From an optimization exercise on the open Yosys and OpenROAD flow, aimed at small area, a short achievable clock period and few clock cycles per item; shortcuts taken in it are not production practice.
Only the layout flow was run in this run; the RTL was not checked for function there.

`design.v`:
```
module expression_solver
(
    input clk,
    input rst,
    input start,
    input [7:0] X,
    input [15:0] A,
    input [15:0] B,
    input [15:0] C,
    output [15:0] result,
    output zero,
    output overflow,
    output completed
);
    reg busy;          
    reg done;          
    reg [15:0] T;
    always @(posedge clk or posedge rst)
    begin
        if (rst) begin
            busy <= 1'b0;
            done <= 1'b0;
        end else begin
            if (start) busy <= 1'b1;
            done <= busy;
        end
    end
    wire [15:0] m = busy ? T : A;
    wire [7:0] x = X;
    wire [15:0] kn = ~(busy ? C : B);
    wire pp_0_0 = ~(x[0] & m[0]);
    wire pp_0_1 = ~(x[0] & m[1]);
    wire pp_0_2 = ~(x[0] & m[2]);
    wire pp_0_3 = ~(x[0] & m[3]);
    wire pp_0_4 = ~(x[0] & m[4]);
    wire pp_0_5 = ~(x[0] & m[5]);
    wire pp_0_6 = ~(x[0] & m[6]);
    wire pp_0_7 = ~(x[0] & m[7]);
    wire pp_0_8 = ~(x[0] & m[8]);
    wire pp_0_9 = ~(x[0] & m[9]);
    wire pp_0_10 = ~(x[0] & m[10]);
    wire pp_0_11 = ~(x[0] & m[11]);
    wire pp_0_12 = ~(x[0] & m[12]);
    wire pp_0_13 = ~(x[0] & m[13]);
    wire pp_0_14 = ~(x[0] & m[14]);
    wire pp_0_15 = ~(x[0] & m[15]);
    wire pp_1_0 = ~(x[1] & m[0]);
    wire pp_1_1 = ~(x[1] & m[1]);
    wire pp_1_2 = ~(x[1] & m[2]);
    wire pp_1_3 = ~(x[1] & m[3]);
    wire pp_1_4 = ~(x[1] & m[4]);
    wire pp_1_5 = ~(x[1] & m[5]);
    wire pp_1_6 = ~(x[1] & m[6]);
    wire pp_1_7 = ~(x[1] & m[7]);
    wire pp_1_8 = ~(x[1] & m[8]);
    wire pp_1_9 = ~(x[1] & m[9]);
    wire pp_1_10 = ~(x[1] & m[10]);
    wire pp_1_11 = ~(x[1] & m[11]);
    wire pp_1_12 = ~(x[1] & m[12]);
    wire pp_1_13 = ~(x[1] & m[13]);
    wire pp_1_14 = ~(x[1] & m[14]);
    wire pp_2_0 = ~(x[2] & m[0]);
    wire pp_2_1 = ~(x[2] & m[1]);
    wire pp_2_2 = ~(x[2] & m[2]);
    wire pp_2_3 = ~(x[2] & m[3]);
    wire pp_2_4 = ~(x[2] & m[4]);
    wire pp_2_5 = ~(x[2] & m[5]);
    wire pp_2_6 = ~(x[2] & m[6]);
    wire pp_2_7 = ~(x[2] & m[7]);
    wire pp_2_8 = ~(x[2] & m[8]);
    wire pp_2_9 = ~(x[2] & m[9]);
    wire pp_2_10 = ~(x[2] & m[10]);
    wire pp_2_11 = ~(x[2] & m[11]);
    wire pp_2_12 = ~(x[2] & m[12]);
    wire pp_2_13 = ~(x[2] & m[13]);
    wire pp_3_0 = ~(x[3] & m[0]);
    wire pp_3_1 = ~(x[3] & m[1]);
    wire pp_3_2 = ~(x[3] & m[2]);
    wire pp_3_3 = ~(x[3] & m[3]);
    wire pp_3_4 = ~(x[3] & m[4]);
    wire pp_3_5 = ~(x[3] & m[5]);
    wire pp_3_6 = ~(x[3] & m[6]);
    wire pp_3_7 = ~(x[3] & m[7]);
    wire pp_3_8 = ~(x[3] & m[8]);
    wire pp_3_9 = ~(x[3] & m[9]);
    wire pp_3_10 = ~(x[3] & m[10]);
    wire pp_3_11 = ~(x[3] & m[11]);
    wire pp_3_12 = ~(x[3] & m[12]);
    wire pp_4_0 = ~(x[4] & m[0]);
    wire pp_4_1 = ~(x[4] & m[1]);
    wire pp_4_2 = ~(x[4] & m[2]);
    wire pp_4_3 = ~(x[4] & m[3]);
    wire pp_4_4 = ~(x[4] & m[4]);
    wire pp_4_5 = ~(x[4] & m[5]);
    wire pp_4_6 = ~(x[4] & m[6]);
    wire pp_4_7 = ~(x[4] & m[7]);
    wire pp_4_8 = ~(x[4] & m[8]);
    wire pp_4_9 = ~(x[4] & m[9]);
    wire pp_4_10 = ~(x[4] & m[10]);
    wire pp_4_11 = ~(x[4] & m[11]);
    wire pp_5_0 = ~(x[5] & m[0]);
    wire pp_5_1 = ~(x[5] & m[1]);
    wire pp_5_2 = ~(x[5] & m[2]);
    wire pp_5_3 = ~(x[5] & m[3]);
    wire pp_5_4 = ~(x[5] & m[4]);
    wire pp_5_5 = ~(x[5] & m[5]);
    wire pp_5_6 = ~(x[5] & m[6]);
    wire pp_5_7 = ~(x[5] & m[7]);
    wire pp_5_8 = ~(x[5] & m[8]);
    wire pp_5_9 = ~(x[5] & m[9]);
    wire pp_5_10 = ~(x[5] & m[10]);
    wire pp_6_0 = ~(x[6] & m[0]);
    wire pp_6_1 = ~(x[6] & m[1]);
    wire pp_6_2 = ~(x[6] & m[2]);
    wire pp_6_3 = ~(x[6] & m[3]);
    wire pp_6_4 = ~(x[6] & m[4]);
    wire pp_6_5 = ~(x[6] & m[5]);
    wire pp_6_6 = ~(x[6] & m[6]);
    wire pp_6_7 = ~(x[6] & m[7]);
    wire pp_6_8 = ~(x[6] & m[8]);
    wire pp_6_9 = ~(x[6] & m[9]);
    wire pp_7_0 = ~(x[7] & m[0]);
    wire pp_7_1 = ~(x[7] & m[1]);
    wire pp_7_2 = ~(x[7] & m[2]);
    wire pp_7_3 = ~(x[7] & m[3]);
    wire pp_7_4 = ~(x[7] & m[4]);
    wire pp_7_5 = ~(x[7] & m[5]);
    wire pp_7_6 = ~(x[7] & m[6]);
    wire pp_7_7 = ~(x[7] & m[7]);
    wire pp_7_8 = ~(x[7] & m[8]);
    wire s1, c2;
    assign s1 = pp_0_5 ^ pp_1_4 ^ pp_2_3;
    assign c2 = (pp_0_5 & pp_1_4) | (pp_0_5 & pp_2_3) | (pp_1_4 & pp_2_3);
    wire s3, c4;
    assign s3 = pp_0_6 ^ pp_1_5 ^ pp_2_4;
    assign c4 = (pp_0_6 & pp_1_5) | (pp_0_6 & pp_2_4) | (pp_1_5 & pp_2_4);
    wire s5, c6;
    assign s5 = pp_3_3 ^ pp_4_2 ^ pp_5_1;
    assign c6 = (pp_3_3 & pp_4_2) | (pp_3_3 & pp_5_1) | (pp_4_2 & pp_5_1);
    wire s7, c8;
    assign s7 = pp_0_7 ^ pp_1_6 ^ pp_2_5;
    assign c8 = (pp_0_7 & pp_1_6) | (pp_0_7 & pp_2_5) | (pp_1_6 & pp_2_5);
    wire s9, c10;
    assign s9 = pp_3_4 ^ pp_4_3 ^ pp_5_2;
    assign c10 = (pp_3_4 & pp_4_3) | (pp_3_4 & pp_5_2) | (pp_4_3 & pp_5_2);
    wire s11, c12;
    assign s11 = pp_6_1 ^ pp_7_0 ^ kn[7];
    assign c12 = (pp_6_1 & pp_7_0) | (pp_6_1 & kn[7]) | (pp_7_0 & kn[7]);
    wire s13, c14;
    assign s13 = pp_0_8 ^ pp_1_7 ^ pp_2_6;
    assign c14 = (pp_0_8 & pp_1_7) | (pp_0_8 & pp_2_6) | (pp_1_7 & pp_2_6);
    wire s15, c16;
    assign s15 = pp_3_5 ^ pp_4_4 ^ pp_5_3;
    assign c16 = (pp_3_5 & pp_4_4) | (pp_3_5 & pp_5_3) | (pp_4_4 & pp_5_3);
    wire s17, c18;
    assign s17 = pp_6_2 ^ pp_7_1 ^ kn[8];
    assign c18 = (pp_6_2 & pp_7_1) | (pp_6_2 & kn[8]) | (pp_7_1 & kn[8]);
    wire s19, c20;
    assign s19 = pp_0_9 ^ pp_1_8 ^ pp_2_7;
    assign c20 = (pp_0_9 & pp_1_8) | (pp_0_9 & pp_2_7) | (pp_1_8 & pp_2_7);
    wire s21, c22;
    assign s21 = pp_3_6 ^ pp_4_5 ^ pp_5_4;
    assign c22 = (pp_3_6 & pp_4_5) | (pp_3_6 & pp_5_4) | (pp_4_5 & pp_5_4);
    wire s23, c24;
    assign s23 = pp_6_3 ^ pp_7_2 ^ kn[9];
    assign c24 = (pp_6_3 & pp_7_2) | (pp_6_3 & kn[9]) | (pp_7_2 & kn[9]);
    wire s25, c26;
    assign s25 = pp_0_10 ^ pp_1_9 ^ pp_2_8;
    assign c26 = (pp_0_10 & pp_1_9) | (pp_0_10 & pp_2_8) | (pp_1_9 & pp_2_8);
    wire s27, c28;
    assign s27 = pp_3_7 ^ pp_4_6 ^ pp_5_5;
    assign c28 = (pp_3_7 & pp_4_6) | (pp_3_7 & pp_5_5) | (pp_4_6 & pp_5_5);
    wire s29, c30;
    assign s29 = pp_6_4 ^ pp_7_3 ^ kn[10];
    assign c30 = (pp_6_4 & pp_7_3) | (pp_6_4 & kn[10]) | (pp_7_3 & kn[10]);
    wire s31, c32;
    assign s31 = pp_0_11 ^ pp_1_10 ^ pp_2_9;
    assign c32 = (pp_0_11 & pp_1_10) | (pp_0_11 & pp_2_9) | (pp_1_10 & pp_2_9);
    wire s33, c34;
    assign s33 = pp_3_8 ^ pp_4_7 ^ pp_5_6;
    assign c34 = (pp_3_8 & pp_4_7) | (pp_3_8 & pp_5_6) | (pp_4_7 & pp_5_6);
    wire s35, c36;
    assign s35 = pp_6_5 ^ pp_7_4 ^ kn[11];
    assign c36 = (pp_6_5 & pp_7_4) | (pp_6_5 & kn[11]) | (pp_7_4 & kn[11]);
    wire s37, c38;
    assign s37 = pp_0_12 ^ pp_1_11 ^ pp_2_10;
    assign c38 = (pp_0_12 & pp_1_11) | (pp_0_12 & pp_2_10) | (pp_1_11 & pp_2_10);
    wire s39, c40;
    assign s39 = pp_3_9 ^ pp_4_8 ^ pp_5_7;
    assign c40 = (pp_3_9 & pp_4_8) | (pp_3_9 & pp_5_7) | (pp_4_8 & pp_5_7);
    wire s41, c42;
    assign s41 = pp_6_6 ^ pp_7_5 ^ kn[12];
    assign c42 = (pp_6_6 & pp_7_5) | (pp_6_6 & kn[12]) | (pp_7_5 & kn[12]);
    wire s43, c44;
    assign s43 = pp_0_13 ^ pp_1_12 ^ pp_2_11;
    assign c44 = (pp_0_13 & pp_1_12) | (pp_0_13 & pp_2_11) | (pp_1_12 & pp_2_11);
    wire s45, c46;
    assign s45 = pp_3_10 ^ pp_4_9 ^ pp_5_8;
    assign c46 = (pp_3_10 & pp_4_9) | (pp_3_10 & pp_5_8) | (pp_4_9 & pp_5_8);
    wire s47, c48;
    assign s47 = pp_6_7 ^ pp_7_6 ^ kn[13];
    assign c48 = (pp_6_7 & pp_7_6) | (pp_6_7 & kn[13]) | (pp_7_6 & kn[13]);
    wire s49, c50;
    assign s49 = pp_0_14 ^ pp_1_13 ^ pp_2_12;
    assign c50 = (pp_0_14 & pp_1_13) | (pp_0_14 & pp_2_12) | (pp_1_13 & pp_2_12);
    wire s51, c52;
    assign s51 = pp_3_11 ^ pp_4_10 ^ pp_5_9;
    assign c52 = (pp_3_11 & pp_4_10) | (pp_3_11 & pp_5_9) | (pp_4_10 & pp_5_9);
    wire s53, c54;
    assign s53 = pp_6_8 ^ pp_7_7 ^ kn[14];
    assign c54 = (pp_6_8 & pp_7_7) | (pp_6_8 & kn[14]) | (pp_7_7 & kn[14]);
    wire s55 = pp_0_15 ^ pp_1_14 ^ pp_2_13;
    wire s56 = pp_3_12 ^ pp_4_11 ^ pp_5_10;
    wire s57 = pp_6_9 ^ pp_7_8 ^ kn[15];
    wire s58, c59;
    assign s58 = pp_0_3 ^ pp_1_2 ^ pp_2_1;
    assign c59 = (pp_0_3 & pp_1_2) | (pp_0_3 & pp_2_1) | (pp_1_2 & pp_2_1);
    wire s60, c61;
    assign s60 = pp_0_4 ^ pp_1_3 ^ pp_2_2;
    assign c61 = (pp_0_4 & pp_1_3) | (pp_0_4 & pp_2_2) | (pp_1_3 & pp_2_2);
    wire s62, c63;
    assign s62 = pp_3_1 ^ pp_4_0 ^ kn[4];
    assign c63 = (pp_3_1 & pp_4_0) | (pp_3_1 & kn[4]) | (pp_4_0 & kn[4]);
    wire s64, c65;
    assign s64 = pp_3_2 ^ pp_4_1 ^ pp_5_0;
    assign c65 = (pp_3_2 & pp_4_1) | (pp_3_2 & pp_5_0) | (pp_4_1 & pp_5_0);
    wire h66 = ~(kn[5] ^ s1);
    wire c67 = kn[5] | s1;
    wire s68, c69;
    assign s68 = pp_6_0 ^ kn[6] ^ c2;
    assign c69 = (pp_6_0 & kn[6]) | (pp_6_0 & c2) | (kn[6] & c2);
    wire h70 = ~(s3 ^ s5);
    wire c71 = s3 | s5;
    wire s72, c73;
    assign s72 = c4 ^ c6 ^ s7;
    assign c73 = (c4 & c6) | (c4 & s7) | (c6 & s7);
    wire h74 = ~(s9 ^ s11);
    wire c75 = s9 | s11;
    wire s76, c77;
    assign s76 = c10 ^ c8 ^ s13;
    assign c77 = (c10 & c8) | (c10 & s13) | (c8 & s13);
    wire s78, c79;
    assign s78 = s15 ^ c12 ^ s17;
    assign c79 = (s15 & c12) | (s15 & s17) | (c12 & s17);
    wire s80, c81;
    assign s80 = c14 ^ c16 ^ s19;
    assign c81 = (c14 & c16) | (c14 & s19) | (c16 & s19);
    wire s82, c83;
    assign s82 = s21 ^ c18 ^ s23;
    assign c83 = (s21 & c18) | (s21 & s23) | (c18 & s23);
    wire s84, c85;
    assign s84 = c20 ^ c22 ^ s25;
    assign c85 = (c20 & c22) | (c20 & s25) | (c22 & s25);
    wire s86, c87;
    assign s86 = s27 ^ c24 ^ s29;
    assign c87 = (s27 & c24) | (s27 & s29) | (c24 & s29);
    wire s88, c89;
    assign s88 = c26 ^ c28 ^ s31;
    assign c89 = (c26 & c28) | (c26 & s31) | (c28 & s31);
    wire s90, c91;
    assign s90 = s33 ^ c30 ^ s35;
    assign c91 = (s33 & c30) | (s33 & s35) | (c30 & s35);
    wire s92, c93;
    assign s92 = c32 ^ c34 ^ s37;
    assign c93 = (c32 & c34) | (c32 & s37) | (c34 & s37);
    wire s94, c95;
    assign s94 = s39 ^ c36 ^ s41;
    assign c95 = (s39 & c36) | (s39 & s41) | (c36 & s41);
    wire s96, c97;
    assign s96 = c38 ^ c40 ^ s43;
    assign c97 = (c38 & c40) | (c38 & s43) | (c40 & s43);
    wire s98, c99;
    assign s98 = s45 ^ c42 ^ s47;
    assign c99 = (s45 & c42) | (s45 & s47) | (c42 & s47);
    wire s100, c101;
    assign s100 = c44 ^ c46 ^ s49;
    assign c101 = (c44 & c46) | (c44 & s49) | (c46 & s49);
    wire s102, c103;
    assign s102 = s51 ^ c48 ^ s53;
    assign c103 = (s51 & c48) | (s51 & s53) | (c48 & s53);
    wire s104 = c50 ^ c52 ^ s55;
    wire s105 = s56 ^ c54 ^ s57;
    wire s106, c107;
    assign s106 = pp_0_2 ^ pp_1_1 ^ pp_2_0;
    assign c107 = (pp_0_2 & pp_1_1) | (pp_0_2 & pp_2_0) | (pp_1_1 & pp_2_0);
    wire s108, c109;
    assign s108 = pp_3_0 ^ kn[3] ^ s58;
    assign c109 = (pp_3_0 & kn[3]) | (pp_3_0 & s58) | (kn[3] & s58);
    wire s110, c111;
    assign s110 = c59 ^ s60 ^ s62;
    assign c111 = (c59 & s60) | (c59 & s62) | (s60 & s62);
    wire s112, c113;
    assign s112 = c61 ^ s64 ^ c63;
    assign c113 = (c61 & s64) | (c61 & c63) | (s64 & c63);
    wire s114, c115;
    assign s114 = c65 ^ c67 ^ h70;
    assign c115 = (c65 & c67) | (c65 & h70) | (c67 & h70);
    wire s116, c117;
    assign s116 = c69 ^ c71 ^ h74;
    assign c117 = (c69 & c71) | (c69 & h74) | (c71 & h74);
    wire s118, c119;
    assign s118 = c73 ^ c75 ^ s76;
    assign c119 = (c73 & c75) | (c73 & s76) | (c75 & s76);
    wire s120, c121;
    assign s120 = c77 ^ s80 ^ c79;
    assign c121 = (c77 & s80) | (c77 & c79) | (s80 & c79);
    wire s122, c123;
    assign s122 = c81 ^ s84 ^ c83;
    assign c123 = (c81 & s84) | (c81 & c83) | (s84 & c83);
    wire s124, c125;
    assign s124 = c85 ^ s88 ^ c87;
    assign c125 = (c85 & s88) | (c85 & c87) | (s88 & c87);
    wire s126, c127;
    assign s126 = c89 ^ s92 ^ c91;
    assign c127 = (c89 & s92) | (c89 & c91) | (s92 & c91);
    wire s128, c129;
    assign s128 = c93 ^ s96 ^ c95;
    assign c129 = (c93 & s96) | (c93 & c95) | (s96 & c95);
    wire s130, c131;
    assign s130 = c97 ^ s100 ^ c99;
    assign c131 = (c97 & s100) | (c97 & c99) | (s100 & c99);
    wire s132 = c101 ^ s104 ^ c103;
    wire s133, c134;
    assign s133 = pp_0_1 ^ pp_1_0 ^ kn[1];
    assign c134 = (pp_0_1 & pp_1_0) | (pp_0_1 & kn[1]) | (pp_1_0 & kn[1]);
    wire h135 = ~(kn[2] ^ s106);
    wire c136 = kn[2] | s106;
    wire h137 = ~(c107 ^ s108);
    wire c138 = c107 | s108;
    wire h139 = ~(c109 ^ s110);
    wire c140 = c109 | s110;
    wire s141, c142;
    assign s141 = h66 ^ c111 ^ s112;
    assign c142 = (h66 & c111) | (h66 & s112) | (c111 & s112);
    wire s143, c144;
    assign s143 = s68 ^ c113 ^ s114;
    assign c144 = (s68 & c113) | (s68 & s114) | (c113 & s114);
    wire s145, c146;
    assign s145 = s72 ^ c115 ^ s116;
    assign c146 = (s72 & c115) | (s72 & s116) | (c115 & s116);
    wire s147, c148;
    assign s147 = s78 ^ c117 ^ s118;
    assign c148 = (s78 & c117) | (s78 & s118) | (c117 & s118);
    wire s149, c150;
    assign s149 = s82 ^ c119 ^ s120;
    assign c150 = (s82 & c119) | (s82 & s120) | (c119 & s120);
    wire s151, c152;
    assign s151 = s86 ^ c121 ^ s122;
    assign c152 = (s86 & c121) | (s86 & s122) | (c121 & s122);
    wire s153, c154;
    assign s153 = s90 ^ c123 ^ s124;
    assign c154 = (s90 & c123) | (s90 & s124) | (c123 & s124);
    wire s155, c156;
    assign s155 = s94 ^ c125 ^ s126;
    assign c156 = (s94 & c125) | (s94 & s126) | (c125 & s126);
    wire s157, c158;
    assign s157 = s98 ^ c127 ^ s128;
    assign c158 = (s98 & c127) | (s98 & s128) | (c127 & s128);
    wire s159, c160;
    assign s159 = s102 ^ c129 ^ s130;
    assign c160 = (s102 & c129) | (s102 & s130) | (c129 & s130);
    wire s161 = s105 ^ c131 ^ s132;
    wire [15:0] r0 = {~c160, ~c158, ~c156, ~c154, ~c152, ~c150, ~c148, ~c146, ~c144, ~c142, ~c140, ~c138, ~c136, ~c134, ~s133, ~pp_0_0};
    wire [15:0] r1 = {~s161, ~s159, ~s157, ~s155, ~s153, ~s151, ~s149, ~s147, ~s145, ~s143, ~s141, ~h139, ~h137, ~h135, 1'b0, ~kn[0]};
    wire [15:0] y = r0 + r1;
    assign result = done ? T : y;
    assign zero = ~|result;
    always @(posedge clk)
    begin
        T <= result;
    end
    assign completed = busy;
    assign overflow = 1'b0;
endmodule
```
`flow/run.sh`:
```
#!/bin/bash
# The standard layout, with the port buffers made from the smallest buffer
# (buf_1) instead of the delay buffer buffer_ports picks by default; the
# resizer still upsizes them where timing, slew or load ask for it.
set -euo pipefail
export BUFFER_PORTS_ARGS="-buffer_cell sky130_fd_sc_hd__buf_1"
bash standard.sh > standard_finish.log 2>&1
```
`standard.sh`:
```
#!/bin/bash
# synth_recipe.tcl (not shown) runs the flow's synth.tcl, then flattens the netlist and writes it again
# the make line also repeats each setting of config.mk as NAME=value (left out here)
make -C /OpenROAD-flow-scripts/flow DESIGN_CONFIG=/design/flow/config.mk WORK_HOME=/design/flow/orfs CLKGATE_MAP_FILE= SYNTH_SCRIPT=/design/flow/synth_recipe.tcl "${@:-finish}"
```
`config.mk`:
```
export PLATFORM = sky130hd
export DESIGN_NAME = expression_solver
export DESIGN_NICKNAME = expression_solver
export VERILOG_FILES = /design/flow/design.v
export SDC_FILE = /design/flow/constraint.sdc
export NUM_CORES = 4
export LEC_CHECK = 0
export CAP_MARGIN = 20
export CORE_MARGIN = 2
export CORE_UTILIZATION = 40
export SETUP_SLACK_MARGIN = 2
export SLEW_MARGIN = 20
```
`constraint.sdc`:
```
create_clock -name core_clock -period 11.0 [get_ports {clk}]
set_input_delay 2.2000 -clock core_clock [delete_from_list [all_inputs] [get_ports {clk}]]
set_output_delay 2.2000 -clock core_clock [all_outputs]
set_load 0.01 [all_outputs]
```
==> flow_summary.yaml <==
status:
  status: "finished clean"
cells_and_area:
  synthToLayoutAreaGrowth_pct: 26.1
  antenna_cells: 0
  final_net_count: 713
  layout-drive-gt1-share_pct: 22.1
  final_area_mm2: 0.00528
logic_synthesis:
  synthCells: 467
  synth_nets: 618
  async_flop_share_pct: 11.1
  synth-seq-area-share_pct: 8.84
  yosys.area.top_type_share_pct: 33.9
  mappedNetlistArea_mm2: 0.00419
  yosysWarningCount: 1
  syn_avg_cell_area_um2: 8.97
  ys_ff_latch: 18
  ys_top_cells_by_count: "inv_1, fa_1, nand2_1, nor2b_1"
  synth_enable_flop_cells: 0
  yosysMostFrequentCell: "inv_1"
  yosysTopAreaCell: "fa_1"
  synth_area_leaders: "fa_1, dfxtp_1, inv_1"
  synth_flop_cell: "dfxtp_1"
  ys_types: 53
timing:
  final-max-slew-violation-count: 0
  period_needed_ns: 9.02
  rsz0062_at_grt: "yes"
  slew_headroom_pct: 53.2
  tns_ns: 0
  hold_viol: 0
  max_freq_mhz: 111
  finalClockSkew_ns: 0.00500
  setup_viol: 0
  tightest_slew_ns: 0.702
  fin_crit_sh_pct: 82.0
placed_design:
  portBuffers: 76
  placed_area_mm2: 0.00458
  gp_congestion: 0.838
  dp_hpwl_mm: 8.71
routing:
  drt_iter0_markers: 113
  wl_per_cell_um: 16.1
  post_drt_via_cell_ratio: 5.09
  via_count: 3545
  route.detailed.drc: 0
  dr.pass1.iters: 4
  drt-total-wl_mm: 11.3
  ant_nets: 0
critical_path:
  cp_cell_sequence: "buf_2 -> mux2i_4 -> buf_12 -> nor2b_2 -> fa_1 -> fa_1 -> inv_1 -> fa_1 -> inv_1 -> fa_1 -> ha_4 -> o21ai_4 -> a21oi_4 -> nand2_2 -> a21boi_2 -> o31ai_2 -> a211o_2 -> or4_4 -> nor4_4 -> buf_2"
  worst-r2r-setup-slack_ns: 5.68
  cp_slowest_cell: "fa_1"
  slowest_delay_ns: 0.54
  cp-start-kind: "input pin"
  reg2reg_to: "T[15]"
  ff2ff_path_depth: 15
  endpoint: "zero"
  worstReg2RegStart: "busy"
  path_max_fanout: 7
  endpoint_kind: "output port"
  crit_type: "in2out"
  cp.required_ns: 8.80
  cp_data_arrival_time_ns: 6.82
  crit_top_cell: "fa_1"
  startpoint: "A[9]"
cts:
  h-tree-depth: 1
  clk_pin_slew_ns: 0.07
  root_buffer: "clkbuf_8"
  numClockSinks: 18
  cts_buffers: 3
  clk_latency_ns: 0.25
  clockBufferDepth: 2
  tritoncts: "yes"
grt:
  antenna_found_initial: 0
  grt_max_degree: 38
  grtUsageTotal_pct: 20.9
  grt_pass1_vias: 3826
  grt_pass1_wl_mm: 18.8
  grt-ovfl-total: 0
floorplan:
  fp.dieH_um: 106
  row_count: 37
  die_x_um: 106
  dieArea_mm2: 0.0113
  ios: 78
  initial_core_util_pct: 41.0
  coreArea_mm2: 0.0102
worst_hold_path:
  hold_path.class: "reg2reg"
flow_run:
  maxCapViolations: 0
==> what timing repair did <==
item                       4_1_cts  5_1_grt
setup endpoints to repair        4        2
pin swaps                       29       16
buffers inserted                24        5
hold buffers                     0        0
gates resized for setup         77       11
==> layout by cell type, fill, tap and decap left out, types with 13 or more instances in the layout <==
master	Yosys	layout
xnor2_1	14	13
inv_1	77	75
buf_4	1	30
fa_1	71	70
buf_1	3	68
nor2b_1	39	33
nand2_1	52	50
dfxtp_1	16	16
and2_1	20	16
mux2_2	21	14
==> layer usage <==
| layer | GRT usage (%) | wire, um | share of wire (%) |
|---|---|---|---|
| met1 | 26.7 | 4730 | 42 |
| met2 | 39.1 | 5980 | 53 |
| met3 | 1.53 | 419 | 3.7 |
| met4 | 3.01 | 129 | 1.1 |
| met5 | 0 | 0 | 0 |
==> cell families (layout without fill, tap and decap cells) <==
logic type | count (synthesis) | count (layout) | share of synthesized area (%)
AND/OR/NAND/NOR | 149 | 149 | 19.0
buffers and inverters | 93 | 187 | 9.32
adder cells (fa/ha/maj) | 92 | 92 | 40.2
AO/OA/AOI/OAI | 59 | 59 | 9.17
multiplexers | 33 | 33 | 8.51
XOR/XNOR | 22 | 22 | 4.93
flip-flops | 18 | 18 | 8.84
other | 1 | 1 | 0.0895
==> flip-flops by register name, summed over array words and instances (netlist names) <==
register	cells
T	16
busy	1
done	1
==> final cells by class <==
class | count | area [um^2]
Timing Repair Buffer | 106 | 566
Tap cell | 136 | 170
Multi-Input combinational cell | 356 | 3830
Inverter | 77 | 289
Sequential cell | 18 | 374
Clock buffer | 4 | 55.1
Fill cell | 985 | 4950
==> per-stage QoR <==
| stage | cells | hold slack (ns) | utilization, % | setup slack, ns |
|---|---|---|---|---|
| after CTS | 692 | 0.501 | 50.8 | 1.95 |
| after global routing | 697 | 0.553 | 51.6 | 1.83 |
| after detailed placement | 664 | 0.492 | 44.7 | 1.29 |
| after global placement | 664 | 0.489 | 44.7 | 1.41 |
| after floorplan | 467 | 0.430 | - | 2.01 |
| final | 697 | 0.511 | 51.6 | 1.98 |
==> worst max-delay path, delay by kind of cell <==
kind,cells,cell delay [ns]
buffers and inverters,5,0.53
adders and majority gates,5,2.32
muxes,1,0.16
and+or+nand+nor,4,0.79
AOI/OAI and AO/OA,5,0.81
==> how the worst min path moves through the flow <==
stage	startpoint	endpoint	depth (start not counted)
CTS	T[4]	T[4]	2
global route	T[7]	T[7]	1
finish	T[4]	T[4]	2
global placement	T[7]	T[7]	1
floorplan	busy	done	0
detailed placement	T[7]	T[7]	1

[separate check: timing with driven ports]
Ports are ideal in the flow. The routed layout listed here was re-timed in OpenROAD. Step 1 assumes that a clkbuf_16 drives the clock port and a buf_2 every other input. Step 2 times the ports against the registers' clock, not the clock port: input delays grow and output delays shrink by t, the midpoint of the rising clock arrivals with the driver on. a / b / c = ideal ports / drivers / drivers and shift; a / b = the first two.
t (ns): 0.273
slack for setup (ns): 1.976 / 1.955 / 1.955
worst data-port slew with drivers (ns): 0.04
After both steps this run still meets setup and hold. For this run, drivers alone change the setup slack by -0.021 ns; drivers and shift together by -0.021 ns.
